From an optimization exercise on the open Yosys and OpenROAD flow, aimed at small area; shortcuts taken in it are not production practice. Where RTL was checked, it was by simulation tests only, not by an equivalence proof against the original. Only the layout flow was run in runs 1 to 4; the RTL was not checked for function there.

===== flow/config.mk =====
export PLATFORM = sky130hd
export DESIGN_NAME = Decoder
export DESIGN_NICKNAME = Decoder
export VERILOG_FILES = /design/flow/design.v
export SDC_FILE = /design/flow/constraint.sdc
export NUM_CORES = 4
export LEC_CHECK = 0
export ABC_AREA = 1
export CAP_MARGIN = 0
export CORE_MARGIN = 2
export CORE_UTILIZATION = 50
export SLEW_MARGIN = 0

===== flow/constraint.sdc =====
create_clock -name core_clock -period 10.0 [get_ports {clk}]
set_input_delay 2.0000 -clock core_clock [delete_from_list [all_inputs] [get_ports {clk}]]
set_output_delay 2.0000 -clock core_clock [all_outputs]
set_load 0.01 [all_outputs]

===== flow/design.v =====
module SubRipple #(parameter W = 9)(
    input  wire [W-1:0] a,
    input  wire [W-1:0] b,
    output wire [W-1:0] d,
    output wire         ge
);
    wire [W:0] c;
    assign c[0] = 1'b1;
    genvar i;
    generate
        for (i = 0; i < W; i = i + 1) begin : g
            wire nb = ~b[i];
            assign d[i] = a[i] ^ nb ^ c[i];
            assign c[i+1] = (a[i] & nb) | (c[i] & (a[i] | nb));
        end
    endgenerate
    assign ge = c[W];
endmodule
module Decode_1xEP(
    input  wire [8:0]  m_range,
    input  wire [16:0] e,
    output wire        bin_out,
    output wire [15:0] v
);
    wire [9:0] br;
    assign br[0] = 1'b0;
    genvar i;
    generate
        for (i = 0; i < 9; i = i + 1) begin : g
            assign br[i+1] = (~e[7+i] & m_range[i]) | (~(e[7+i] ^ m_range[i]) & br[i]);
        end
    endgenerate
    assign bin_out = e[16] | ~br[9];
    assign v = {e[15:7] ^ ({9{bin_out}} & (m_range ^ br[8:0])), e[6:0]};
endmodule
module AddRipple #(parameter W = 4)(
    input  wire [W-1:0] a,
    input  wire [W-1:0] b,
    input  wire         ci,
    output wire [W-1:0] s,
    output wire         co
);
    wire [W:0] c;
    assign c[0] = ci;
    genvar i;
    generate
        for (i = 0; i < W; i = i + 1) begin : g
            assign s[i] = a[i] ^ b[i] ^ c[i];
            assign c[i+1] = (a[i] & b[i]) | (c[i] & (a[i] | b[i]));
        end
    endgenerate
    assign co = c[W];
endmodule
module Decoder #(parameter BIN_WIDTH = 4)(
    input clk,
    input reset,
    input bypass,
    input [7:0] pState_in,
    input [1:0] n_bin,
    input [15:0] m_value_binRE_in,
    input [16:0] m_value_binEP0_in,
    input [16:0] m_value_binEP1_in,
    input [16:0] m_value_binEP2_in,
    input [16:0] m_value_binEP3_in,
    output wire [BIN_WIDTH - 1:0] bin,
    output wire [15:0] m_value_binRE_out,
    output wire [16:0] m_value_binEP0_out,
    output wire [16:0] m_value_binEP1_out,
    output wire [16:0] m_value_binEP2_out,
    output wire [16:0] m_value_binEP3_out,
    output wire [2:0] numBits,
    output wire mps_renorm,
    output wire lps
);
    reg [8:0] m_range;
    function CarryTree8(input [7:0] g, input [7:0] p);
        reg [3:0] g1, p1;
        reg [1:0] g2, p2;
        integer k;
        begin
            for (k = 0; k < 4; k = k + 1) begin
                g1[k] = g[2*k+1] | (p[2*k+1] & g[2*k]);
                p1[k] = p[2*k+1] & p[2*k];
            end
            for (k = 0; k < 2; k = k + 1) begin
                g2[k] = g1[2*k+1] | (p1[2*k+1] & g1[2*k]);
                p2[k] = p1[2*k+1] & p1[2*k];
            end
            CarryTree8 = g2[1] | (p2[1] & g2[0]);
        end
    endfunction
    reg [15:0] m_value;
    wire b0, b1, b2, b3;
    wire [15:0] v0, v1, v2, v3;
    Decode_1xEP ep0 (.m_range(m_range), .e(m_value_binEP0_in), .bin_out(b0), .v(v0));
    Decode_1xEP ep1 (.m_range(m_range), .e(m_value_binEP1_in), .bin_out(b1), .v(v1));
    Decode_1xEP ep2 (.m_range(m_range), .e(m_value_binEP2_in), .bin_out(b2), .v(v2));
    Decode_1xEP ep3 (.m_range(m_range), .e(m_value_binEP3_in), .bin_out(b3), .v(v3));
    assign m_value_binEP0_out = {m_value, 1'b0};
    assign m_value_binEP1_out = {v0, 1'b0};
    assign m_value_binEP2_out = {v1, 1'b0};
    assign m_value_binEP3_out = {v2, 1'b0};
    wire sel0 = bypass & ~n_bin[1] & ~n_bin[0];
    wire sel1 = bypass & ~n_bin[1] &  n_bin[0];
    wire sel2 = bypass &  n_bin[1] & ~n_bin[0];
    wire sel3 = bypass &  n_bin[1] &  n_bin[0];
    wire [15:0] v_next = ({16{sel0}} & v0) | ({16{sel1}} & v1) | ({16{sel2}} & v2) |
                         ({16{sel3}} & v3) | ({16{~bypass}} & m_value_binRE_in);
    wire [3:0] bin_ep = {sel3 & b3, (sel2 | sel3) & b2, ~sel0 & b1, b0};
    wire [4:0] q = pState_in[6:2] ^ {5{pState_in[7]}};
    wire [3:0] r = m_range[8:5];
    wire [5:0] r3;  
    AddRipple #(5) a0 (.a({1'b0, r}), .b({r, 1'b0}), .ci(1'b0), .s(r3[4:0]), .co(r3[5]));
    wire [3:0] d0 = {q[1] & q[0], q[1] & ~q[0], ~q[1] & q[0], ~q[1] & ~q[0]};
    wire [3:0] d1 = {q[3] & q[2], q[3] & ~q[2], ~q[3] & q[2], ~q[3] & ~q[2]};
    wire [5:0] t0 = ({6{d0[1]}} & {2'b00, r}) | ({6{d0[2]}} & {1'b0, r, 1'b0}) | ({6{d0[3]}} & r3);
    wire [5:0] t1 = ({6{d1[1]}} & {2'b00, r}) | ({6{d1[2]}} & {1'b0, r, 1'b0}) | ({6{d1[3]}} & r3);
    wire [3:0] t2 = {4{q[4]}} & r;
    wire [5:0] x = t1;                                
    wire [5:0] y = {t2, 2'b00};                       
    wire [3:0] z = t0[5:2];                           
    wire [6:0] cs_s; wire [6:0] cs_c;
    assign cs_s[0] = x[0] ^ z[0];  assign cs_c[0] = x[0] & z[0];
    assign cs_s[1] = ~(x[1] ^ z[1]); assign cs_c[1] = x[1] | z[1];
    assign cs_s[2] = x[2] ^ y[2] ^ z[2]; assign cs_c[2] = (x[2] & y[2]) | (z[2] & (x[2] | y[2]));
    assign cs_s[3] = x[3] ^ y[3] ^ z[3]; assign cs_c[3] = (x[3] & y[3]) | (z[3] & (x[3] | y[3]));
    assign cs_s[4] = x[4] ^ y[4]; assign cs_c[4] = x[4] & y[4];
    assign cs_s[5] = x[5] ^ y[5]; assign cs_c[5] = x[5] & y[5];
    assign cs_s[6] = 1'b0; assign cs_c[6] = 1'b0;
    wire [6:0] fs;
    wire [5:0] fa_a = cs_s[6:1], fa_b = cs_c[5:0];
    wire [5:0] fg = fa_a & fa_b, fp = fa_a ^ fa_b;
    wire g10 = fg[1] | (fp[1] & fg[0]);
    wire g32 = fg[3] | (fp[3] & fg[2]), p32 = fp[3] & fp[2];
    wire g54 = fg[5] | (fp[5] & fg[4]);
    wire g20 = fg[2] | (fp[2] & g10);
    wire g30 = g32 | (p32 & g10);
    wire g40 = fg[4] | (fp[4] & g30);
    assign fs[1] = fp[0];
    assign fs[2] = fp[1] ^ fg[0];
    assign fs[3] = fp[2] ^ g10;
    assign fs[4] = fp[3] ^ g20;
    assign fs[5] = fp[4] ^ g30;
    assign fs[6] = fp[5] ^ g40;
    assign fs[0] = cs_s[0];
    wire [7:0] lpsr = {fs[6:0], t0[1]};
    wire [8:0] rl; wire rl_ge;
    wire rl_ge_ripple;
    SubRipple #(9) srl (.a(m_range), .b({1'b0, lpsr}), .d(rl), .ge(rl_ge_ripple));
    wire [8:0] a_lo; wire a_ge;
    SubRipple #(9) sva (.a(m_value[15:7]), .b(m_range), .d(a_lo), .ge(a_ge));
    wire [7:0] t_lo; wire t_c8_ripple;
    AddRipple #(8) at (.a(a_lo[7:0]), .b(lpsr), .ci(1'b0), .s(t_lo), .co(t_c8_ripple));
    wire t_c8 = CarryTree8(a_lo[7:0] & lpsr, a_lo[7:0] | lpsr);
    wire rl_ge8 = CarryTree8(m_range[7:0] & ~lpsr, m_range[7:0] | ~lpsr) | &(m_range[7:0] | ~lpsr);
    assign rl_ge = m_range[8] | rl_ge8;
    wire t8 = a_lo[8] ^ t_c8;
    wire c9 = a_lo[8] & t_c8;
    wire t9 = ~a_ge ^ c9;             
    wire t10 = ~a_ge & ~c9;           
    wire [8:0] vd = {t8, t_lo};
    wire is_lps = ~t10 & (rl_ge | t9);
    wire lz2 = ~|lpsr[7:4];
    wire lz1 = (lpsr[7:5] == 3'b001) | (lpsr[7:4] == 4'b0001);
    wire lz0 = (lpsr[7:6] == 2'b01) | (lpsr[7:4] == 4'b0001) | (lpsr[7:2] == 6'b000001);
    wire [7:0] l1 = lz2 ? {lpsr[3:0], 4'b0000} : lpsr;
    wire [7:0] l2 = lz1 ? {l1[5:0], 2'b00} : l1;
    wire [6:0] l3 = lz0 ? l2[5:0] << 1 : l2[6:0];
    wire [2:0] nb = {lz2, lz1, lz0} + 3'd1;
    assign lps = is_lps;
    assign mps_renorm = is_lps | rl[8];
    assign numBits = is_lps ? nb : 3'd1;
    wire [15:0] sh0 = {vd[7:0], m_value[6:0], 1'b0};
    wire [15:0] sh1 = lz2 ? {sh0[11:0], 4'b0000} : sh0;
    wire [15:0] sh2 = lz1 ? {sh1[13:0], 2'b00} : sh1;
    wire [15:0] re_lps = lz0 ? {sh2[14:0], 1'b0} : sh2;
    wire [15:0] re_mps = rl[8] ? m_value : {m_value[14:0], 1'b0};
    assign m_value_binRE_out = is_lps ? re_lps : re_mps;
    wire [8:0] rng_lps = {1'b1, l3, 1'b0};
    wire [8:0] rng_mps = rl[8] ? rl : {rl[7:0], 1'b0};
    wire [8:0] rng_re = is_lps ? rng_lps : rng_mps;
    wire [3:0] bin_re = is_lps ? {3'b111, ~pState_in[7]} : {3'b000, pState_in[7]};
    assign bin = bypass ? bin_ep : bin_re;
    always @(posedge clk or posedge reset) begin
        if (reset) begin
            m_range <= 9'd510;
            m_value <= 16'd36049;
        end else begin
            m_value <= v_next;
            if (!bypass)
                m_range <= rng_re;
        end
    end
endmodule

===== flow/flow/run.sh =====
#!/bin/bash
# Standard ORFS layout with two changes:
#  1. after the standard synthesis, the combinational logic of its netlist is re-mapped by
#     ABC with area-oriented scripts, a few rounds, keeping the result whose area after an
#     unplaced timing repair (flow/a1.tcl) is smallest; the flip-flops are kept exactly as
#     the standard synthesis made them;
#  2. the port buffers use the smallest buffer cell, constant outputs share one tie cell and
#     the clock tree gets no dummy loads.
set -euo pipefail
HERE=$(pwd)
R=$HERE/orfs/results/sky130hd/Decoder/base
LIB=$FLOW_HOME/platforms/sky130hd/lib/sky130_fd_sc_hd__tt_025C_1v80.lib
DU=""
for c in probe_p_8 probec_p_8 lpflow_bleeder_1 lpflow_clkbufkapwr_1 lpflow_clkbufkapwr_16 \
  lpflow_clkbufkapwr_2 lpflow_clkbufkapwr_4 lpflow_clkbufkapwr_8 lpflow_clkinvkapwr_1 \
  lpflow_clkinvkapwr_16 lpflow_clkinvkapwr_2 lpflow_clkinvkapwr_4 lpflow_clkinvkapwr_8 \
  lpflow_inputiso0n_1 lpflow_inputiso0p_1 lpflow_inputiso1n_1 lpflow_inputiso1p_1 \
  lpflow_isobufsrc_1 lpflow_isobufsrc_16 lpflow_isobufsrc_2 lpflow_isobufsrc_4 \
  lpflow_isobufsrc_8 lpflow_isobufsrckapwr_16; do
  DU="$DU -dont_use sky130_fd_sc_hd__$c"
done

bash standard.sh synth > synth.log 2>&1
cp $R/1_2_yosys.v $HERE/std_synth.v

# one round: re-map the combinational logic of $1 with ABC script $3 into $2
remap() {
  yosys -l $2.log -p "
read_liberty -ignore_miss_func -overwrite -setattr liberty_cell $LIB
blackbox sky130_fd_sc_hd__df*
read_verilog -overwrite $1
hierarchy -top Decoder
flatten
opt_clean
abc -liberty $LIB $DU -script $3
opt_clean -purge
read_liberty -lib -overwrite $LIB
tee -o $2.stat stat -liberty $LIB
write_verilog -noattr -nohex -nodec $2
" > /dev/null
  awk '/Chip area/{print $NF}' $2.stat
}

a1() {
  A1_NETLIST=$1 A1_SDC=$HERE/constraint.sdc openroad -no_init -exit $HERE/flow/a1.tcl > $1.a1.log 2>&1
  awk '/^A1 /{print $2}' $1.a1.log
}

mkdir -p remap
cur=$HERE/std_synth.v
for round in 1 2 3 4 5; do
  round_best=""; round_area=1e9
  for s in s5 s9 s10; do
    out=$HERE/remap/r${round}_$s.v
    a=$(remap $cur $out $HERE/flow/$s.abc)
    c=$(a1 $out)
    echo "round $round $s area $a cost $c" >> remap/summary.txt
    if awk "BEGIN{exit !($a < $round_area)}"; then round_area=$a; round_best=$out; fi
  done
  cur=$round_best
done
best=$(awk '{print $7, $2, $3}' remap/summary.txt | sort -g | head -1 | awk -v d=$HERE/remap '{print d "/r" $2 "_" $3 ".v"}')
echo "best $best $(awk '{print $7}' remap/summary.txt | sort -g | head -1)" >> remap/summary.txt

yosys -l $HERE/finalize.log -p "
read_liberty -lib -overwrite $LIB
read_verilog $best
hierarchy -top Decoder
hilomap -singleton -hicell sky130_fd_sc_hd__conb_1 HI -locell sky130_fd_sc_hd__conb_1 LO
insbuf -buf sky130_fd_sc_hd__buf_1 A X
splitnets
opt_clean -purge
check -assert -mapped
stat -liberty $LIB
write_verilog -noattr -nohex -nodec $HERE/resyn.v
" > /dev/null

cp $HERE/resyn.v $R/1_2_yosys.v
rm -f $R/1_synth.odb $R/1_synth.sdc

export BUFFER_PORTS_ARGS="-buffer_cell sky130_fd_sc_hd__buf_1"
export SKIP_REPAIR_TIE_FANOUT=1
# clock tree without dummy loads
export CTS_ARGS="-sink_clustering_enable -repair_clock_nets -dont_use_dummy_load"
bash standard.sh > standard.log 2>&1

===== flow/flow/a1.tcl =====
set P $::env(FLOW_HOME)/platforms/sky130hd
read_lef $P/lef/sky130_fd_sc_hd.tlef
read_lef $P/lef/sky130_fd_sc_hd_merged.lef
read_liberty $P/lib/sky130_fd_sc_hd__tt_025C_1v80.lib
read_verilog $::env(A1_NETLIST)
link_design Decoder
read_sdc $::env(A1_SDC)
source $P/setRC.tcl
set_driving_cell -lib_cell sky130_fd_sc_hd__buf_1 [delete_from_list [all_inputs] [get_ports clk]]
set_dont_use {sky130_fd_sc_hd__probe_p_8 sky130_fd_sc_hd__probec_p_8 sky130_fd_sc_hd__lpflow_*}
repair_design
repair_timing -setup -setup_margin 1.0
puts "A1 [format %.2f [expr [rsz::design_area] * 1e12]]"

===== flow/flow/s10.abc =====
strash
dc2
dch -f
amap -F 10 -A 50 -C 5000
topo

===== flow/flow/s5.abc =====
strash
balance
 rewrite
 refactor
 balance
 rewrite
 rewrite -z
 balance
 refactor -z
 rewrite -z
 balance
dch -f
amap
topo

===== flow/flow/s9.abc =====
strash
balance
 rewrite
 refactor
 balance
 rewrite
 rewrite -z
 balance
 refactor -z
 rewrite -z
 balance
balance
 rewrite
 refactor
 balance
 rewrite
 rewrite -z
 balance
 refactor -z
 rewrite -z
 balance
balance
 rewrite
 refactor
 balance
 rewrite
 rewrite -z
 balance
 refactor -z
 rewrite -z
 balance
dch -f
amap
topo

===== flow/standard.sh =====
#!/bin/bash
# synth_recipe.tcl (not shown) runs the flow's synth.tcl, then flattens the netlist and writes it again
# the make line also repeats each setting of config.mk as NAME=value (left out here)
make -C /OpenROAD-flow-scripts/flow DESIGN_CONFIG=/design/flow/config.mk WORK_HOME=/design/flow/orfs CLKGATE_MAP_FILE= SYNTH_SCRIPT=/design/flow/synth_recipe.tcl "${@:-finish}"

==> run_results.csv, run 1 <==
group,metric,value,unit
run_status,outcome,"complete, no violations",
drt,drt_drc,0,
timing,timing_max_transition_violations_final,0,
cells_and_area,fin_nets,1021,
cts,number_of_buffers_inserted_during_clock_tree_synthesis,3,
timing,min_period,9.31,ns
setup_path,critPathLaunchType,"input port",
cts,cts.repair_timing.setup_buffer_count,0,
cells_and_area,final_cell_area,5100,µm²
global_routing,grt_overflow_total,0,
floorplanning,die-width,96.1,µm
placement,place.port_buffers,183,
drt,num_vias,6178,
setup_path,data_arrival_time_of_the_critical_path,7.31,ns
timing,finish_stage_setup_viols,0,
cells_and_area,fraction_of_layout_instances_using_a_drive_strength_above_1,4.01,%
setup_path,critical_path.max_stage_delay,0.32,ns
drt,detail_route.first_pass.iterations,8,
cells_and_area,finish.cell_count_without_fillers,1027,
floorplanning,initial_utilization,51.7,%
global_routing,grt-busiest-layer,"met2",
cts,clkSlewWorstSetupHoldPaths,0.09,ns
timing,setup-tns-final,0,ns
cts,worst_skew_pair.late_latency,0.26,ns
setup_path,crit_type,"input port to primary output",
global_routing,gr-usage-all-layers,32.8,%
global_routing,via_count_of_the_first_global_routing_pass,5106,
timing,timing.final.hold_violations,0,
placement,placed_instance_count,1024,
logic_synthesis,postSynthNetCount,858,
setup_path,crit_top_cell,"sky130_fd_sc_hd__nor2_1",
floorplanning,design.core.area,8220,µm²
timing,slew_margin_rel,14.7,%
timing,worst_clock_skew,0.0166,ns
cts,root_buffer,"sky130_fd_sc_hd__clkbuf_8",
worst_hold_path,min-delay-start,"m_range[1]",
global_routing,grt_max_degree,26,
cells_and_area,relative_area_change_from_synthesis_to_final_layout,20.1,%
global_routing,grt_pass1_wl,24300,µm
cells_and_area,n_antenna_cell,0,
cts,tritoncts,"built",
drt,wl_per_cell,15.7,µm
cts,cts_sinks,25,
global_routing,grt_antenna_before_repair,0,
placement,finalWeightedCongestion,0.919,
timing,maxClockFrequency,107,MHz
floorplanning,design.die.area,9240,µm²
drt,viasPerCell,6.02,
floorplanning,io_pins,190,
logic_synthesis,netlist_area,4240,µm²
logic_synthesis,yosys_warnings,1,
cts,cts-htree-levels,1,
placement,dp_hpwl,12800,µm
floorplanning,floorplan.rows,33,
worst_hold_path,min_path_cells,2,
cells_and_area,layout_utilization,62.0,%
global_routing,gr-usage-met2,54.6,%
setup_path,critPathCaptureType,"primary output",
logic_synthesis,avgSynthCellArea,5.58,µm²
logic_synthesis,post_synth_inst_count,761,
drt,detailedRoute.firstIterationViolations,520,
global_routing,met1_usage,46.4,%
drt,finalWirelength,16100,µm
cts,max-clock-path-buffers,2,
setup_path,crit_path_top_delay_cell,"sky130_fd_sc_hd__o21ai_0",
setup_path,cp.required,8.00,ns
worst_hold_path,worst_hold_path_type,"register to register",
global_routing,global_route.usage.met3,2.66,%
floorplanning,floorplan.die.height,96.1,µm
flow_run,cap_violations,0,
setup_path,critical_path.max_fanout,14,
setup_path,regToRegStartpoint,"m_range[7]",
cts,cts_hold_buf,0,
timing,rsz_0062_raised_after_global_routing,"no",
setup_path,timing.critical_path.from,"pState_in[7]",
timing,tightest_slew,1.27,ns
timing,min_period_over_period,93.1,%
setup_path,worstRegToRegCells,26,
placement,postPlaceCellArea,5050,µm²
drt,postRouteAntennaNets,0,
## final timing paths
| kind | to | slack [ns] |
|---|---|---|
| worst max-delay path | m_value_binRE_out[15] | 0.69 |
| worst min-delay path | m_range[1] | 0.75 |
| worst max register to register | m_range[5] | 4.01 |
| worst min register to register | m_range[1] | 0.75 |
| max in group asynchronous | m_value[14] | 7.80 |
| min in group asynchronous | m_value[1] | 1.77 |
## critical path: cells and delay by family
kind	cells	cell delay [ns]
compound gates	13	2.70
buf+inv	7	1.33
simple gates	9	1.25
## timing repair
item                       4_1_cts  5_1_grt
setup endpoints to repair        0       21
hold endpoints to repair         0        0
resized for setup                0        2
## cell type report
class / count / area (µm²)
fillers: 848 / 3120
flip-flops and latches: 25 / 644
inverters: 65 / 244
multi-input cells: 630 / 3220
well taps: 105 / 131
clock buffers: 3 / 41.3
repair buffers: 199 / 820
## state kept, by name, indices dropped and copies added (netlist names)
| signal | cells |
|---|---|
| m_range | 9 |
| m_value | 16 |
## per-stage QoR
stage / hold WS, ns / setup WS (ns)
global placement: 0.676 / 0.791
floorplan: 0.593 / 1.23
finish: 0.753 / 0.690
CTS: 0.747 / 0.465
detailed placement: 0.717 / 0.453
global route: 0.798 / 0.0935
## layout by cell type, fill, tap and decap left out, types with 2 or more instances in the layout
cell,n
sky130_fd_sc_hd__a22oi_1,11
sky130_fd_sc_hd__dfrtp_1,10
sky130_fd_sc_hd__nor2b_1,16
sky130_fd_sc_hd__nand3_1,3
sky130_fd_sc_hd__o22ai_1,51
sky130_fd_sc_hd__clkinv_1,65
sky130_fd_sc_hd__a211oi_1,25
sky130_fd_sc_hd__o32ai_1,3
sky130_fd_sc_hd__and2_0,3
sky130_fd_sc_hd__or2_0,2
sky130_fd_sc_hd__nor4_1,3
sky130_fd_sc_hd__nand2_1,83
sky130_fd_sc_hd__o221ai_1,12
sky130_fd_sc_hd__o22a_1,2
sky130_fd_sc_hd__a222oi_1,18
sky130_fd_sc_hd__buf_4,15
sky130_fd_sc_hd__o31ai_1,2
sky130_fd_sc_hd__nor2_1,197
sky130_fd_sc_hd__a221oi_1,4
sky130_fd_sc_hd__o21a_1,2
sky130_fd_sc_hd__nor3_2,2
sky130_fd_sc_hd__clkbuf_8,3
sky130_fd_sc_hd__dfstp_2,15
sky130_fd_sc_hd__nor3_1,26
sky130_fd_sc_hd__o21ai_0,79
sky130_fd_sc_hd__a21oi_1,72
sky130_fd_sc_hd__o41ai_1,3
sky130_fd_sc_hd__buf_1,183
sky130_fd_sc_hd__a31oi_1,2
## routing by layer
metal | vias up | wire (µm)
li1 | 3071 | -
met1 | 2767 | 7100
met2 | 320 | 7530
met3 | 20 | 1300
met4 | 0 | 191
met5 | - | 0
==> run 2, diff against run 1 <==
--- a/flow/design.v
+++ b/flow/design.v
@@ -149,11 +149,26 @@
     SubRipple #(9) srl (.a(m_range), .b({1'b0, lpsr}), .d(rl), .ge(rl_ge_ripple));
     wire [8:0] a_lo; wire a_ge;
     SubRipple #(9) sva (.a(m_value[15:7]), .b(m_range), .d(a_lo), .ge(a_ge));
-    wire [7:0] t_lo; wire t_c8_ripple;
-    AddRipple #(8) at (.a(a_lo[7:0]), .b(lpsr), .ci(1'b0), .s(t_lo), .co(t_c8_ripple));
-    wire t_c8 = CarryTree8(a_lo[7:0] & lpsr, a_lo[7:0] | lpsr);
+    wire [7:0] tg = a_lo[7:0] & lpsr, tp = a_lo[7:0] ^ lpsr;
+    wire [7:0] tc;   
+    assign tc[0] = tg[0];
+    assign tc[1] = tg[1] | (tp[1] & tg[0]);
+    wire tg32 = tg[3] | (tp[3] & tg[2]), tp32 = tp[3] & tp[2];
+    wire tg54 = tg[5] | (tp[5] & tg[4]), tp54 = tp[5] & tp[4];
+    wire tg76 = tg[7] | (tp[7] & tg[6]), tp76 = tp[7] & tp[6];
+    assign tc[2] = tg[2] | (tp[2] & tc[1]);
+    assign tc[3] = tg32 | (tp32 & tc[1]);
+    wire tg64 = tg[6] | (tp[6] & tg54), tp64 = tp[6] & tp54;
+    wire tg74 = tg76 | (tp76 & tg54), tp74 = tp76 & tp54;
+    assign tc[4] = tg[4] | (tp[4] & tc[3]);
+    assign tc[5] = tg54 | (tp54 & tc[3]);
+    assign tc[6] = tg64 | (tp64 & tc[3]);
+    assign tc[7] = tg74 | (tp74 & tc[3]);
+    wire [7:0] t_lo = tp ^ {tc[6:0], 1'b0};
+    wire t_c8 = tc[7];
     wire rl_ge8 = CarryTree8(m_range[7:0] & ~lpsr, m_range[7:0] | ~lpsr) | &(m_range[7:0] | ~lpsr);
     assign rl_ge = m_range[8] | rl_ge8;
+    wire rl8 = ~(m_range[8] ^ rl_ge8);
     wire t8 = a_lo[8] ^ t_c8;
     wire c9 = a_lo[8] & t_c8;
     wire t9 = ~a_ge ^ c9;             
@@ -168,16 +183,16 @@
     wire [6:0] l3 = lz0 ? l2[5:0] << 1 : l2[6:0];
     wire [2:0] nb = {lz2, lz1, lz0} + 3'd1;
     assign lps = is_lps;
-    assign mps_renorm = is_lps | rl[8];
+    assign mps_renorm = is_lps | rl8;
     assign numBits = is_lps ? nb : 3'd1;
     wire [15:0] sh0 = {vd[7:0], m_value[6:0], 1'b0};
     wire [15:0] sh1 = lz2 ? {sh0[11:0], 4'b0000} : sh0;
     wire [15:0] sh2 = lz1 ? {sh1[13:0], 2'b00} : sh1;
     wire [15:0] re_lps = lz0 ? {sh2[14:0], 1'b0} : sh2;
-    wire [15:0] re_mps = rl[8] ? m_value : {m_value[14:0], 1'b0};
+    wire [15:0] re_mps = rl8 ? m_value : {m_value[14:0], 1'b0};
     assign m_value_binRE_out = is_lps ? re_lps : re_mps;
     wire [8:0] rng_lps = {1'b1, l3, 1'b0};
-    wire [8:0] rng_mps = rl[8] ? rl : {rl[7:0], 1'b0};
+    wire [8:0] rng_mps = rl8 ? {1'b1, rl[7:0]} : {rl[7:0], 1'b0};
     wire [8:0] rng_re = is_lps ? rng_lps : rng_mps;
     wire [3:0] bin_re = is_lps ? {3'b111, ~pState_in[7]} : {3'b000, pState_in[7]};
     assign bin = bypass ? bin_ep : bin_re;
==> run_results.csv, run 2 <==
group,metric,value,unit
setup_path,crit_path_top_delay_cell,"sky130_fd_sc_hd__o21ai_0",
cts,tritoncts,"built",
setup_path,critPathCaptureType,"primary output",
drt,detailedRoute.firstIterationViolations,616,
timing,slew_margin_rel,21.1,%
drt,detail_route.first_pass.iterations,8,
setup_path,data_arrival_time_of_the_critical_path,7.42,ns
placement,dp_hpwl,12700,µm
cts,worst_skew_pair.late_latency,0.26,ns
global_routing,grt_overflow_total,0,
timing,min_period_over_period,94.2,%
setup_path,critical_path.max_fanout,10,
cells_and_area,layout_utilization,62.7,%
cts,number_of_buffers_inserted_during_clock_tree_synthesis,3,
flow_run,cap_violations,0,
placement,place.port_buffers,183,
placement,finalWeightedCongestion,0.957,
setup_path,cp.required,8.00,ns
cts,clkSlewWorstSetupHoldPaths,0.08,ns
worst_hold_path,worstHoldEndpoint,"m_range[2]",
timing,worst_clock_skew,0.00468,ns
worst_hold_path,min-delay-start,"m_range[2]",
cells_and_area,fin_nets,1033,
setup_path,crit_top_cell,"sky130_fd_sc_hd__clkinv_1",
timing,timing_max_transition_violations_final,0,
placement,postPlaceCellArea,5130,µm²
drt,viasPerCell,6.07,
setup_path,crit_type,"input port to primary output",
cts,root_buffer,"sky130_fd_sc_hd__clkbuf_8",
cells_and_area,n_fill_cell,859,
logic_synthesis,yosys_warnings,1,
floorplanning,initial_utilization,51.7,%
global_routing,gr-usage-all-layers,32.1,%
cts,max-clock-path-buffers,2,
worst_hold_path,min_path_cells,2,
setup_path,critical_path.max_stage_delay,0.35,ns
timing,setup-tns-final,0,ns
logic_synthesis,post_synth_inst_count,764,
floorplanning,floorplan.die.height,96.4,µm
cells_and_area,relative_area_change_from_synthesis_to_final_layout,21.4,%
cells_and_area,most-common-layout-cells,"sky130_fd_sc_hd__nor2_1, sky130_fd_sc_hd__buf_1, sky130_fd_sc_hd__nand2_1",
global_routing,grt_pass1_wl,24000,µm
timing,maxClockFrequency,106,MHz
setup_path,regToRegStartpoint,"m_range[7]",
cells_and_area,fraction_of_layout_instances_using_a_drive_strength_above_1,5.25,%
cells_and_area,registers.top_by_ff_count,"m_value",
cts,cts_hold_buf,0,
setup_path,critPathLaunchType,"input port",
cells_and_area,final_common_cell,"sky130_fd_sc_hd__nor2_1",
drt,num_vias,6310,
drt,postRouteAntennaNets,0,
floorplanning,floorplan.rows,33,
setup_path,worstRegToRegCells,31,
drt,wl_per_cell,15.3,µm
timing,tightest_slew,1.17,ns
worst_hold_path,worst_hold_path_type,"register to register",
setup_path,reg2reg_slack,3.75,ns
floorplanning,die-width,96.4,µm
floorplanning,io_pins,190,
drt,finalWirelength,15900,µm
cells_and_area,largest_registers,"m_value x16, m_range x9",
cts,cts_sinks,25,
floorplanning,design.core.area,8260,µm²
cells_and_area,final_cell_area,5180,µm²
timing,timing.hold.ws,0.713,ns
global_routing,via_count_of_the_first_global_routing_pass,5110,
global_routing,grt_antenna_before_repair,0,
timing,final_critical_path_setup_slack,0.579,ns
cts,cts-htree-levels,1,
timing,min_period,9.42,ns
floorplanning,design.die.area,9290,µm²
timing,finish_stage_setup_viols,0,
drt,drt_drc,0,
logic_synthesis,netlist_area,4270,µm²
run_status,outcome,"complete, no violations",
cells_and_area,largest_register_ff_count,16,
cells_and_area,n_antenna_cell,0,
logic_synthesis,postSynthNetCount,861,
placement,post-place-ws,0.501,ns
timing,timing.final.hold_violations,0,
setup_path,endpoint_of_the_lowest_slack_register_to_register_path,"m_range[3]",
cts,cts.repair_timing.setup_buffer_count,0,
logic_synthesis,avgSynthCellArea,5.58,µm²
global_routing,grt_max_degree,28,
run 2: cell types whose count changed in the layout (fill, tap and decap cells not counted), sizes merged, moves of 3 or more:
cell / delta
nor2: -12
a211oi: -18
nand2: +4
o41ai: -3
nand3: +6
buf: +8
a311oi: +7
nor3: +11
clkinv: -4
o22a: +8
o221ai: -4
a21oi: +10
run 2: cell type report:
cell class,instances,area [µm²],area share (%)
clock buffer,3,41.3,0.797
inverter,63,236,4.57
multi-input combinational,635,3250,62.7
sequential,25,644,12.4
tap,105,131,2.54
timing repair buffer,208,876,16.9
run 2: critical path, delay by kind of cell:
kind,cells,cell delay (ns)
buffers and inverters,9,1.66
AOI/OAI and AO/OA,13,2.46
and+or+nand+nor,9,1.29
run 2: layer usage:
metal,wire (µm),vias up,global-route usage (%)
li1,-,3114,-
met1,7010,2801,48.5
met2,7100,377,49.2
met3,1590,18,2.90
met4,202,0,7.28
met5,0,-,0
run 2: worst max path at each step:
stage,from,to,cells past startpoint
after global placement,pState_in[7],m_value_binRE_out[2],28
after global routing,pState_in[7],m_value_binRE_out[7],33
after floorplan,pState_in[2],m_value_binRE_out[11],26
after CTS,pState_in[7],bin[0],30
after detailed placement,pState_in[7],bin[0],30
final,pState_in[7],m_value_binRE_out[7],31
run 2: through the flow:
step           instances
3_5_place_dp        1036
5_1_grt             1039
4_1_cts             1039
6_report            1039
3_3_place_gp        1036
2_1_floorplan        764
run 2: timing repair:
| item | 4_1_cts | 5_1_grt |
|---|---|---|
| resized for setup | 0 | 5 |
| endpoints found under the hold margin | 0 | 0 |
| setup endpoints to repair | 0 | 22 |
==> run 3, diff against run 2 <==
--- a/flow/design.v
+++ b/flow/design.v
@@ -165,7 +165,7 @@
     assign tc[6] = tg64 | (tp64 & tc[3]);
     assign tc[7] = tg74 | (tp74 & tc[3]);
     wire [7:0] t_lo = tp ^ {tc[6:0], 1'b0};
-    wire t_c8 = tc[7];
+    wire t_c8 = CarryTree8(a_lo[7:0] & lpsr, a_lo[7:0] | lpsr);
     wire rl_ge8 = CarryTree8(m_range[7:0] & ~lpsr, m_range[7:0] | ~lpsr) | &(m_range[7:0] | ~lpsr);
     assign rl_ge = m_range[8] | rl_ge8;
     wire rl8 = ~(m_range[8] ^ rl_ge8);
==> run_results.csv, run 3 <==
group,metric,value,unit
floorplanning,initial_utilization,51.8,%
timing,slew_margin_rel,23.7,%
setup_path,cp.required,8.00,ns
drt,detail_route.first_pass.iterations,8,
timing,min_period_over_period,92.3,%
cts,clkSlewWorstSetupHoldPaths,0.07,ns
cts,cts.repair_timing.setup_buffer_count,0,
floorplanning,io_pins,190,
setup_path,cp-endpoint,"m_value_binRE_out[6]",
setup_path,critPathLaunchType,"input port",
timing,timing.final.hold_violations,0,
timing,maxClockFrequency,108,MHz
timing,tightest_slew,1.14,ns
setup_path,timing.critical_path.from,"pState_in[7]",
global_routing,via_count_of_the_first_global_routing_pass,5156,
logic_synthesis,post_synth_inst_count,726,
cts,max-clock-path-buffers,2,
timing,setup-tns-final,0,ns
setup_path,worstRegToRegCells,31,
run_status,outcome,"complete, no violations",
timing,finish_stage_setup_viols,0,
cells_and_area,largest_registers,"m_value x16, m_range x9",
floorplanning,floorplan.die.height,96.3,µm
cts,cts-htree-levels,1,
timing,min_period,9.23,ns
cts,number_of_buffers_inserted_during_clock_tree_synthesis,3,
cells_and_area,n_antenna_cell,0,
flow_run,cap_violations,0,
setup_path,crit_type,"input port to primary output",
cells_and_area,ff_latch_area,644,µm²
cells_and_area,finish.cell_count_without_fillers,995,
floorplanning,die-width,96.3,µm
setup_path,critical_path.max_stage_delay,0.26,ns
floorplanning,floorplan.rows,33,
logic_synthesis,yosys_warnings,1,
setup_path,critical_path.max_fanout,7,
placement,dp_hpwl,12700,µm
placement,finalWeightedCongestion,0.914,
drt,viasPerCell,6.18,
setup_path,data_arrival_time_of_the_critical_path,7.23,ns
cells_and_area,fraction_of_layout_instances_using_a_drive_strength_above_1,5.39,%
timing,worst_clock_skew,0.0158,ns
cells_and_area,multiInputGateArea,3220,µm²
placement,post-place-ws,0.367,ns
worst_hold_path,worst_hold_path_type,"register to register",
setup_path,endpoint_of_the_lowest_slack_register_to_register_path,"m_range[2]",
setup_path,crit_top_cell,"sky130_fd_sc_hd__nor2_1",
cts,tritoncts,"built",
drt,num_vias,6149,
logic_synthesis,netlist_area,4260,µm²
global_routing,grt_max_degree,29,
cts,cts_sinks,25,
timing,final_critical_path_setup_slack,0.768,ns
placement,place.port_buffers,183,
floorplanning,design.die.area,9270,µm²
global_routing,gr-usage-all-layers,33.0,%
cells_and_area,largest_register_ff_count,16,
timing,rsz_0062_raised_after_global_routing,"no",
drt,detailedRoute.firstIterationViolations,615,
cts,root_buffer,"sky130_fd_sc_hd__clkbuf_8",
global_routing,grt_antenna_before_repair,0,
setup_path,reg2reg_slack,3.56,ns
cells_and_area,registers.top_by_ff_count,"m_value",
setup_path,regToRegStartpoint,"m_range[6]",
cells_and_area,relative_area_change_from_synthesis_to_final_layout,21.2,%
cells_and_area,final_common_cell,"sky130_fd_sc_hd__buf_1",
global_routing,grt_overflow_total,0,
cells_and_area,fin_nets,989,
floorplanning,design.core.area,8220,µm²
timing,timing_max_transition_violations_final,0,
placement,placed_instance_count,992,
drt,drt_drc,0,
global_routing,grt_pass1_wl,24400,µm
cells_and_area,most-common-layout-cells,"sky130_fd_sc_hd__buf_1, sky130_fd_sc_hd__nor2_1, sky130_fd_sc_hd__a21oi_1",
setup_path,critPathCaptureType,"primary output",
setup_path,crit_path_top_delay_cell,"sky130_fd_sc_hd__nor3_1",
drt,finalWirelength,16000,µm
drt,postRouteAntennaNets,0,
drt,wl_per_cell,16.1,µm
cts,worst_skew_pair.late_latency,0.27,ns
logic_synthesis,avgSynthCellArea,5.87,µm²
logic_synthesis,postSynthNetCount,823,
cells_and_area,n_fill_cell,839,
## run 3: worst min path at each step
stage / start / to / slack [ns] / depth (start not counted)
6_report: m_range[4] / m_range[4] / 0.65 / 2
5_1_grt: m_range[4] / m_range[4] / 0.68 / 2
4_1_cts: m_range[4] / m_range[4] / 0.65 / 2
3_5_place_dp: m_range[4] / m_range[4] / 0.63 / 2
3_3_place_gp: m_range[4] / m_range[4] / 0.62 / 2
2_1_floorplan: m_range[4] / m_range[4] / 0.57 / 2
## run 3: what timing repair did
action                                  CTS  global route
gates resized for setup                   0            11
hold buffers                              0             0
endpoints found under the setup margin    0            12
## run 3: worst max-delay path, delay by kind of cell
family,cells,cell delay [ns]
AO/OA/AOI/OAI,7,1.07
AND/OR/NAND/NOR,15,2.24
buffers and inverters,11,1.91
## run 3: layout make-up
type / instances / share of cell area (%)
Timing Repair Buffer: 202 / 16.3
Tap cell: 105 / 2.54
Clock buffer: 3 / 0.800
Multi-Input combinational cell: 585 / 62.4
Inverter: 75 / 5.45
Sequential cell: 25 / 12.5
## run 3: through the flow
step                      hold WS [ns]  cell area (µm²)  utilization [%]
after floorplan                  0.568             4260                -
after global placement           0.619             5090             61.9
after detailed placement         0.635             5090             61.9
after CTS                        0.646             5130             62.4
after global routing             0.678             5160             62.8
final                            0.651             5160             62.8
## run 3: metal layers
metal	up-vias	global-route usage [%]	wire length (µm)
met5	-	0	0
met4	0	12.2	455
met3	39	4.15	1680
met2	364	51.3	7290
met1	2746	46.6	6590
li1	3000	-	-
==> run 4, diff against run 3 <==
--- a/flow/design.v
+++ b/flow/design.v
@@ -165,10 +165,9 @@
     assign tc[6] = tg64 | (tp64 & tc[3]);
     assign tc[7] = tg74 | (tp74 & tc[3]);
     wire [7:0] t_lo = tp ^ {tc[6:0], 1'b0};
-    wire t_c8 = CarryTree8(a_lo[7:0] & lpsr, a_lo[7:0] | lpsr);
+    wire t_c8 = tc[7];
     wire rl_ge8 = CarryTree8(m_range[7:0] & ~lpsr, m_range[7:0] | ~lpsr) | &(m_range[7:0] | ~lpsr);
     assign rl_ge = m_range[8] | rl_ge8;
-    wire rl8 = ~(m_range[8] ^ rl_ge8);
     wire t8 = a_lo[8] ^ t_c8;
     wire c9 = a_lo[8] & t_c8;
     wire t9 = ~a_ge ^ c9;             
@@ -183,16 +182,16 @@
     wire [6:0] l3 = lz0 ? l2[5:0] << 1 : l2[6:0];
     wire [2:0] nb = {lz2, lz1, lz0} + 3'd1;
     assign lps = is_lps;
-    assign mps_renorm = is_lps | rl8;
+    assign mps_renorm = is_lps | rl[8];
     assign numBits = is_lps ? nb : 3'd1;
     wire [15:0] sh0 = {vd[7:0], m_value[6:0], 1'b0};
     wire [15:0] sh1 = lz2 ? {sh0[11:0], 4'b0000} : sh0;
     wire [15:0] sh2 = lz1 ? {sh1[13:0], 2'b00} : sh1;
     wire [15:0] re_lps = lz0 ? {sh2[14:0], 1'b0} : sh2;
-    wire [15:0] re_mps = rl8 ? m_value : {m_value[14:0], 1'b0};
+    wire [15:0] re_mps = rl[8] ? m_value : {m_value[14:0], 1'b0};
     assign m_value_binRE_out = is_lps ? re_lps : re_mps;
     wire [8:0] rng_lps = {1'b1, l3, 1'b0};
-    wire [8:0] rng_mps = rl8 ? {1'b1, rl[7:0]} : {rl[7:0], 1'b0};
+    wire [8:0] rng_mps = rl[8] ? rl : {rl[7:0], 1'b0};
     wire [8:0] rng_re = is_lps ? rng_lps : rng_mps;
     wire [3:0] bin_re = is_lps ? {3'b111, ~pState_in[7]} : {3'b000, pState_in[7]};
     assign bin = bypass ? bin_ep : bin_re;
==> run_results.csv, run 4 <==
group,metric,value,unit
cells_and_area,fraction_of_layout_instances_using_a_drive_strength_above_1,5.44,%
setup_path,critical_path.max_fanout,12,
global_routing,gr-usage-all-layers,33.6,%
setup_path,worstRegToRegCells,27,
placement,placed_instance_count,1040,
worst_hold_path,worst_hold_path_type,"register to register",
setup_path,cp.required,8.00,ns
cts,number_of_buffers_inserted_during_clock_tree_synthesis,3,
setup_path,reg2reg_slack,4.10,ns
floorplanning,design.die.area,9320,µm²
cells_and_area,n_fill_cell,858,
timing,tightest_slew,1.19,ns
setup_path,crit_type,"input port to primary output",
cells_and_area,most-common-layout-cells,"sky130_fd_sc_hd__nor2_1, sky130_fd_sc_hd__buf_1, sky130_fd_sc_hd__nand2_1, sky130_fd_sc_hd__a21oi_1, sky130_fd_sc_hd__o21ai_0",
floorplanning,design.core.area,8260,µm²
cts,cts-htree-levels,1,
cts,tritoncts,"built",
drt,drt_drc,0,
drt,detail_route.first_pass.iterations,6,
cells_and_area,n_antenna_cell,0,
placement,place.port_buffers,183,
timing,timing_max_transition_violations_final,0,
placement,postPlaceCellArea,5180,µm²
floorplanning,floorplan.die.height,96.5,µm
cts,clkSlewWorstSetupHoldPaths,0.08,ns
cells_and_area,relative_area_change_from_synthesis_to_final_layout,22.0,%
setup_path,crit_top_cell,"sky130_fd_sc_hd__nor2_1",
cells_and_area,registers.top_by_ff_count,"m_value",
logic_synthesis,yosys_warnings,1,
setup_path,regToRegStartpoint,"m_range[8]",
setup_path,critPathCaptureType,"primary output",
run_status,outcome,"complete, no violations",
worst_hold_path,min_path_cells,2,
timing,slew_margin_rel,20.3,%
cts,cts_sinks,25,
timing,final_critical_path_setup_slack,0.742,ns
floorplanning,io_pins,190,
global_routing,grt_antenna_before_repair,0,
setup_path,critical_path.max_stage_delay,0.34,ns
cells_and_area,largest_register_ff_count,16,
worst_hold_path,min-delay-start,"m_range[4]",
setup_path,critPathLaunchType,"input port",
drt,wl_per_cell,15.5,µm
timing,finish_stage_setup_viols,0,
cts,root_buffer,"sky130_fd_sc_hd__clkbuf_8",
floorplanning,floorplan.rows,33,
drt,num_vias,6326,
timing,setup-tns-final,0,ns
drt,postRouteAntennaNets,0,
logic_synthesis,netlist_area,4280,µm²
floorplanning,initial_utilization,51.8,%
cells_and_area,finish.cell_count_without_fillers,1043,
drt,finalWirelength,16100,µm
timing,maxClockFrequency,108,MHz
floorplanning,die-width,96.5,µm
flow_run,cap_violations,0,
logic_synthesis,postSynthNetCount,860,
timing,worst_clock_skew,0.00726,ns
setup_path,data_arrival_time_of_the_critical_path,7.26,ns
cts,worst_skew_pair.late_latency,0.27,ns
cells_and_area,final_cell_area,5220,µm²
global_routing,grt_pass1_wl,25100,µm
worst_hold_path,worstHoldEndpoint,"m_range[4]",
logic_synthesis,avgSynthCellArea,5.61,µm²
drt,viasPerCell,6.07,
timing,timing.final.hold_violations,0,
drt,detailedRoute.firstIterationViolations,749,
placement,dp_hpwl,12800,µm
cts,cts_hold_buf,0,
global_routing,grt_max_degree,38,
logic_synthesis,post_synth_inst_count,763,
setup_path,crit_path_top_delay_cell,"sky130_fd_sc_hd__buf_1",
timing,rsz_0062_raised_after_global_routing,"no",
cts,max-clock-path-buffers,2,
global_routing,via_count_of_the_first_global_routing_pass,5406,
timing,min_period,9.26,ns
global_routing,grt_overflow_total,0,
placement,post-place-ws,0.603,ns
placement,finalWeightedCongestion,1.02,
timing,min_period_over_period,92.6,%
setup_path,endpoint_of_the_lowest_slack_register_to_register_path,"m_range[5]",
cells_and_area,fin_nets,1037,
cells_and_area,largest_registers,"m_value x16, m_range x9",
==> run 4: worst max path at each step <==
stage / from / endpoint / cells past startpoint
6_report: pState_in[7] / m_value_binRE_out[4] / 31
5_1_grt: pState_in[7] / m_value_binRE_out[5] / 29
4_1_cts: pState_in[7] / m_value_binRE_out[4] / 30
3_5_place_dp: pState_in[7] / m_value_binRE_out[4] / 30
3_3_place_gp: pState_in[7] / m_value_binRE_out[7] / 30
2_1_floorplan: pState_in[7] / m_value_binRE_out[6] / 28
==> run 4: metal layers <==
| layer | up-vias | global-route usage [%] | part of all wire, % |
|---|---|---|---|
| li1 | 3128 | - | - |
| met1 | 2780 | 48.3 | 42 |
| met2 | 379 | 53.9 | 46 |
| met3 | 39 | 2.87 | 9.7 |
| met4 | 0 | 9.27 | 2.3 |
| met5 | - | 0 | 0 |
==> run 4: what timing repair did <==
action	in CTS	in global routing
resized for setup	0	4
setup buffers	0	0
setup endpoints to repair	0	20
==> run 4: cell type report <==
cell class	count	area (µm²)	share of cell area (%)
clock buffer	3	41.3	0.791
inverter	75	282	5.39
multi-input combinational	622	3210	61.5
sequential	25	644	12.3
tap	105	131	2.52
timing repair buffer	213	912	17.5
==> run 4: per-stage QoR <==
step	util (%)	hold slack (ns)
3_3_place_gp	62.7	0.670
3_5_place_dp	62.7	0.698
2_1_floorplan	-	0.599
6_report	63.2	0.718
4_1_cts	63.2	0.715
5_1_grt	63.2	0.767
==> run 4: critical path, delay by kind of cell <==
kind | cells | cell delay [ns]
compound gates | 15 | 2.77
simple gates | 10 | 1.32
buf+inv | 6 | 1.15
==> run 5, diff against run 4 <==
--- a/flow/design.v
+++ b/flow/design.v
@@ -165,7 +165,7 @@
     assign tc[6] = tg64 | (tp64 & tc[3]);
     assign tc[7] = tg74 | (tp74 & tc[3]);
     wire [7:0] t_lo = tp ^ {tc[6:0], 1'b0};
-    wire t_c8 = tc[7];
+    wire t_c8 = CarryTree8(a_lo[7:0] & lpsr, a_lo[7:0] | lpsr);
     wire rl_ge8 = CarryTree8(m_range[7:0] & ~lpsr, m_range[7:0] | ~lpsr) | &(m_range[7:0] | ~lpsr);
     assign rl_ge = m_range[8] | rl_ge8;
     wire t8 = a_lo[8] ^ t_c8;
==> run_results.csv, run 5 <==
group,metric,value,unit
run_status,outcome,"complete, no violations",
worst_hold_path,min-delay-start,"m_range[0]",
floorplanning,io_pins,190,
drt,wl_per_cell,15.1,µm
setup_path,cp.required,8.00,ns
global_routing,via_count_of_the_first_global_routing_pass,5171,
setup_path,critical_path.max_stage_delay,0.47,ns
global_routing,grt_pass1_wl,23500,µm
global_routing,grt_antenna_before_repair,0,
floorplanning,floorplan.die.height,95.8,µm
logic_synthesis,post_synth_inst_count,757,
logic_synthesis,avgSynthCellArea,5.56,µm²
cts,worst_skew_pair.late_latency,0.26,ns
timing,min_period,9.20,ns
worst_hold_path,worst_hold_path_type,"register to register",
cells_and_area,fin_nets,1020,
drt,detailedRoute.firstIterationViolations,432,
timing,rsz_0062_raised_after_global_routing,"no",
cells_and_area,multiInputGateArea,3200,µm²
setup_path,critPathLaunchType,"input port",
drt,postRouteAntennaNets,0,
setup_path,crit_path_top_delay_cell,"sky130_fd_sc_hd__clkinv_1",
cts,cts_sinks,25,
placement,postPlaceCellArea,5040,µm²
drt,detail_route.first_pass.iterations,8,
cells_and_area,final_cell_area,5080,µm²
timing,maxClockFrequency,109,MHz
timing,min_period_over_period,92.0,%
floorplanning,design.core.area,8180,µm²
worst_hold_path,min_path_cells,3,
cells_and_area,final_common_cell,"sky130_fd_sc_hd__nor2_1",
setup_path,critical_path.max_fanout,17,
setup_path,critPathCaptureType,"primary output",
cells_and_area,registers.top_by_ff_count,"m_value",
placement,place.port_buffers,183,
cts,cts.repair_timing.setup_buffer_count,0,
placement,finalWeightedCongestion,0.942,
timing,timing.final.hold_violations,0,
cells_and_area,ff_latch_area,644,µm²
floorplanning,die-width,95.8,µm
setup_path,path_delay_family,"compound AO/OA/AOI/OAI gates",
flow_run,cap_violations,0,
drt,drt_drc,0,
setup_path,regToRegStartpoint,"m_range[7]",
cts,max-clock-path-buffers,2,
placement,dp_hpwl,12400,µm
logic_synthesis,netlist_area,4210,µm²
cells_and_area,largest_registers,"m_value x16, m_range x9",
setup_path,worstRegToRegCells,28,
timing,worst_clock_skew,0.00850,ns
timing,setup-tns-final,0,ns
cts,cts-htree-levels,1,
setup_path,crit_type,"input port to primary output",
timing,tightest_slew,1.30,ns
worst_hold_path,worstHoldEndpoint,"m_range[0]",
cells_and_area,relative_area_change_from_synthesis_to_final_layout,20.7,%
global_routing,grt_overflow_total,0,
cells_and_area,n_fill_cell,858,
timing,timing_max_transition_violations_final,0,
setup_path,timing.critical_path.buf_inv,7,
setup_path,data_arrival_time_of_the_critical_path,7.20,ns
global_routing,gr-usage-all-layers,32.2,%
cts,root_buffer,"sky130_fd_sc_hd__clkbuf_8",
drt,num_vias,6135,
drt,viasPerCell,5.98,
cells_and_area,most-common-layout-cells,"sky130_fd_sc_hd__nor2_1, sky130_fd_sc_hd__buf_1, sky130_fd_sc_hd__nand2_1, sky130_fd_sc_hd__a21oi_1, sky130_fd_sc_hd__o22ai_1",
cts,tritoncts,"built",
setup_path,crit_top_cell,"sky130_fd_sc_hd__nor2_1",
cts,number_of_buffers_inserted_during_clock_tree_synthesis,3,
logic_synthesis,yosys_warnings,1,
cells_and_area,fraction_of_layout_instances_using_a_drive_strength_above_1,4.23,%
setup_path,reg2reg_slack,3.89,ns
cts,clkSlewWorstSetupHoldPaths,0.08,ns
drt,finalWirelength,15500,µm
floorplanning,floorplan.rows,33,
timing,slew_margin_rel,12.8,%
cells_and_area,n_antenna_cell,0,
cells_and_area,largest_register_ff_count,16,
global_routing,grt_max_degree,26,
setup_path,endpoint_of_the_lowest_slack_register_to_register_path,"m_range[7]",
timing,finish_stage_setup_viols,0,
floorplanning,design.die.area,9170,µm²
logic_synthesis,postSynthNetCount,854,
floorplanning,initial_utilization,51.5,%
timing,timing.hold.ws,0.684,ns
-- run 5: cell type report --
type / count / area share [%]
flip-flops and latches: 25 / 12.7
well taps: 105 / 2.58
inverters: 60 / 4.43
multi-input cells: 631 / 62.9
clock buffers: 3 / 0.812
repair buffers: 202 / 16.6
-- run 5: how the worst max path moves through the flow --
stage	from	slack, ns	depth (start not counted)	endpoint
2_1_floorplan	pState_in[7]	1.22	24	m_value_binRE_out[4]
3_3_place_gp	pState_in[7]	0.85	29	m_value_binRE_out[10]
3_5_place_dp	pState_in[7]	0.68	29	m_value_binRE_out[11]
4_1_cts	pState_in[7]	0.66	29	m_value_binRE_out[11]
5_1_grt	pState_in[7]	0.05	29	m_value_binRE_out[11]
6_report	pState_in[7]	0.80	29	m_value_binRE_out[11]
-- run 5: tightest hold or removal path, stage by stage (launching register included) --
cell	delay, ns
sky130_fd_sc_hd__dfrtp_1	0.38
sky130_fd_sc_hd__o22ai_1	0.11
sky130_fd_sc_hd__nand3_1	0.08
sky130_fd_sc_hd__o21ai_0	0.07
-- run 5: layer usage --
metal | share of wire (%) | GRT usage [%] | vias to the layer above
met5 | 0 | 0 | -
met4 | 2.5 | 12.0 | 0
met3 | 9.3 | 2.98 | 39
met2 | 46 | 52.6 | 324
met1 | 42 | 44.1 | 2706
li1 | - | - | 3066
-- run 5: timing repair --
| item | in CTS | in global routing |
|---|---|---|
| endpoints found under the setup margin | 0 | 11 |
| hold buffers | 0 | 0 |
| hold endpoints to repair | 0 | 0 |
| resized for setup | 0 | 1 |
-- run 5: through the flow --
stage / utilization (%) / worst slack [ns] / instances
final: 62.2 / 0.799 / 1026
after global routing: 62.2 / 0.0495 / 1026
after CTS: 62.2 / 0.658 / 1026
after detailed placement: 61.7 / 0.683 / 1023
after global placement: 61.7 / 0.847 / 1023
after floorplan: - / 1.22 / 757
==> run 6, diff against run 5 <==
--- a/flow/flow/run.sh
+++ b/flow/flow/run.sh
@@ -80,6 +80,7 @@
 
 export BUFFER_PORTS_ARGS="-buffer_cell sky130_fd_sc_hd__buf_1"
 export SKIP_REPAIR_TIE_FANOUT=1
+export RECOVER_POWER=100
 # clock tree without dummy loads
 export CTS_ARGS="-sink_clustering_enable -repair_clock_nets -dont_use_dummy_load"
 bash standard.sh > standard.log 2>&1
--- a/flow/config.mk
+++ b/flow/config.mk
@@ -6,7 +6,7 @@
 export NUM_CORES = 4
 export LEC_CHECK = 0
 export ABC_AREA = 1
-export CAP_MARGIN = 0
+export CAP_MARGIN = 10
 export CORE_MARGIN = 2
 export CORE_UTILIZATION = 50
-export SLEW_MARGIN = 0
+export SLEW_MARGIN = 10
==> run_results.csv, run 6 <==
group,metric,value,unit
flow_run,cap_violations,1,
cells_and_area,n_antenna_cell,0,
cells_and_area,registers.top_by_ff_count,"m_value",
cells_and_area,most-common-layout-cells,"sky130_fd_sc_hd__nor2_1, sky130_fd_sc_hd__buf_1, sky130_fd_sc_hd__nand2_1, sky130_fd_sc_hd__a21oi_1, sky130_fd_sc_hd__o22ai_1",
setup_path,regToRegStartpoint,"m_range[7]",
drt,drt_drc,0,
timing,final_critical_path_setup_slack,0.749,ns
worst_hold_path,min-delay-start,"m_range[0]",
cts,cts_hold_buf,0,
drt,finalWirelength,15600,µm
setup_path,critical_path.max_fanout,17,
timing,maxClockFrequency,108,MHz
logic_synthesis,yosys_warnings,1,
timing,min_period_over_period,92.5,%
cells_and_area,n_fill_cell,860,
setup_path,critPathCaptureType,"primary output",
cells_and_area,layout_utilization,62.0,%
setup_path,cp.required,8.00,ns
drt,detail_route.first_pass.iterations,5,
floorplanning,floorplan.rows,33,
cts,number_of_buffers_inserted_during_clock_tree_synthesis,3,
drt,top_layer_used,"met4",
placement,dp_hpwl,12400,µm
setup_path,worstRegToRegCells,29,
global_routing,grt_max_degree,26,
drt,wl_met1,6740,µm
timing,timing_max_transition_violations_final,17,
cells_and_area,largest_registers,"m_value x16, m_range x9",
timing,worst_clock_skew,0.00885,ns
drt,met3RoutedLength,1330,µm
floorplanning,floorplan.die.height,95.8,µm
logic_synthesis,netlist_area,4210,µm²
global_routing,grt_pass1_wl,23500,µm
drt,detailedRoute.firstIterationViolations,438,
timing,min_period,9.25,ns
logic_synthesis,avgSynthCellArea,5.56,µm²
floorplanning,io_pins,190,
floorplanning,die-width,95.8,µm
setup_path,endpoint_of_the_lowest_slack_register_to_register_path,"m_range[4]",
cells_and_area,relative_area_change_from_synthesis_to_final_layout,20.3,%
logic_synthesis,post_synth_inst_count,757,
cts,clkSlewWorstSetupHoldPaths,0.08,ns
drt,routed_met2_length,7140,µm
drt,viasPerCell,6.00,
drt,wl_per_cell,15.2,µm
placement,place.port_buffers,183,
placement,postPlaceCellArea,5040,µm²
cts,tritoncts,"built",
worst_hold_path,worstHoldEndpoint,"m_range[0]",
run_status,check-failures,"max-capacitance violations, max-slew violations",
cts,cts_sinks,25,
cells_and_area,fin_nets,1022,
worst_hold_path,worst_hold_path_type,"register to register",
placement,post-place-ws,0.683,ns
floorplanning,design.die.area,9170,µm²
setup_path,critical_path.max_stage_delay,0.49,ns
cts,root_buffer,"sky130_fd_sc_hd__clkbuf_8",
drt,num_vias,6168,
setup_path,data_arrival_time_of_the_critical_path,7.25,ns
logic_synthesis,postSynthNetCount,854,
timing,tightest_slew,1.90,ns
cells_and_area,final_common_cell,"sky130_fd_sc_hd__nor2_1",
timing,setup-tns-final,0,ns
global_routing,grt_antenna_before_repair,0,
timing,timing.final.hold_violations,0,
cts,cts-htree-levels,1,
setup_path,critPathLaunchType,"input port",
setup_path,crit_type,"input port to primary output",
cells_and_area,largest_register_ff_count,16,
cts,max-clock-path-buffers,2,
timing,rsz_0062_raised_after_global_routing,"no",
cells_and_area,fraction_of_layout_instances_using_a_drive_strength_above_1,2.82,%
floorplanning,initial_utilization,51.5,%
global_routing,via_count_of_the_first_global_routing_pass,5171,
global_routing,gr-usage-all-layers,32.2,%
global_routing,grt_overflow_total,0,
floorplanning,design.core.area,8180,µm²
setup_path,crit_path_top_delay_cell,"sky130_fd_sc_hd__clkinv_1",
timing,slew_margin_rel,-27.3,%
setup_path,reg2reg_slack,3.73,ns
worst_hold_path,min_path_cells,3,
drt,postRouteAntennaNets,0,
setup_path,crit_top_cell,"sky130_fd_sc_hd__nor2_1",
placement,finalWeightedCongestion,0.942,
cts,worst_skew_pair.late_latency,0.26,ns
timing,finish_stage_setup_viols,0,
cells_and_area,final_cell_area,5070,µm²
run_status,outcome,"finished with violations",
==> run 6: how the worst max path moves through the flow <==
| stage | start | to | slack [ns] |
|---|---|---|---|
| final | pState_in[7] | m_value_binRE_out[11] | 0.75 |
| after global routing | pState_in[7] | m_value_binRE_out[14] | 0.03 |
| after CTS | pState_in[7] | m_value_binRE_out[11] | 0.66 |
| after detailed placement | pState_in[7] | m_value_binRE_out[11] | 0.68 |
| after global placement | pState_in[7] | m_value_binRE_out[10] | 0.85 |
| after floorplan | pState_in[7] | m_value_binRE_out[4] | 1.22 |
==> run 6: critical path: cells and delay by family <==
kind                   cells  cell delay, ns
AOI/OAI and AO/OA         13            2.50
buffers and inverters      7            1.54
and+or+nand+nor            9            1.20
==> run 6: what timing repair did <==
item	4_1_cts	5_1_grt
buffers inserted	0	0
resized for setup	0	1
setup endpoints to repair	0	11
==> run 6: area by class of cell <==
| cell class | count | area [µm²] | area share, % |
|---|---|---|---|
| clock buffer | 3 | 41.3 | 0.815 |
| inverter | 60 | 225 | 4.45 |
| multi-input combinational | 631 | 3190 | 63.0 |
| sequential | 25 | 644 | 12.7 |
| tap | 105 | 131 | 2.59 |
| timing repair buffer | 204 | 831 | 16.4 |
==> run 6: routing by layer <==
metal	global-route usage [%]	up-vias
met5	0	-
met4	12.0	0
met3	2.98	37
met2	52.6	304
met1	44.1	2753
li1	-	3074
==> run 6: metrics by stage <==
step	hold WS [ns]	cells
2_1_floorplan	0.596	757
3_3_place_gp	0.659	1023
3_5_place_dp	0.671	1023
4_1_cts	0.681	1026
5_1_grt	0.735	1028
6_report	0.685	1028

[what the ideal ports hide]
How much do the figures lean on ideal ports? The routed layouts below were timed once more, with nothing changed but the port constraints.
Step 1 (the two cells are an assumption about what drives the block):
set clk [get_ports {clk}]
set_driving_cell -lib_cell sky130_fd_sc_hd__clkbuf_16 $clk
set_driving_cell -lib_cell sky130_fd_sc_hd__buf_2 [delete_from_list [all_inputs] $clk]
Step 2 moves the port delays by t, midway between the first and last clock arrival at a register: inputs arrive t later, outputs are due t later. That takes back most of the time a late clock gives input paths.
a / b / c = no drivers / after step 1 / after step 2; a / b = the first two.
run	t (ns)	setup slack, ns	hold WS [ns]	cell pins on the clock port's net
run 1	0.284	0.690 / 0.668 / 0.668	0.753 / 0.753 / 0.753	1
run 2	0.288	0.579 / 0.553 / 0.553	0.713 / 0.713 / 0.713	1
run 3	0.293	0.768 / 0.746 / 0.746	0.651 / 0.651 / 0.651	1
run 4	0.297	0.742 / 0.720 / 0.720	0.718 / 0.718 / 0.718	1
run 5	0.285	0.799 / 0.777 / 0.777	0.684 / 0.684 / 0.684	1
run 6	0.285	0.749 / 0.727 / 0.727	0.685 / 0.685 / 0.685	1
The setup slack of run 2, which loses most, moves by -0.026 ns with the drivers and by -0.026 ns with both steps.
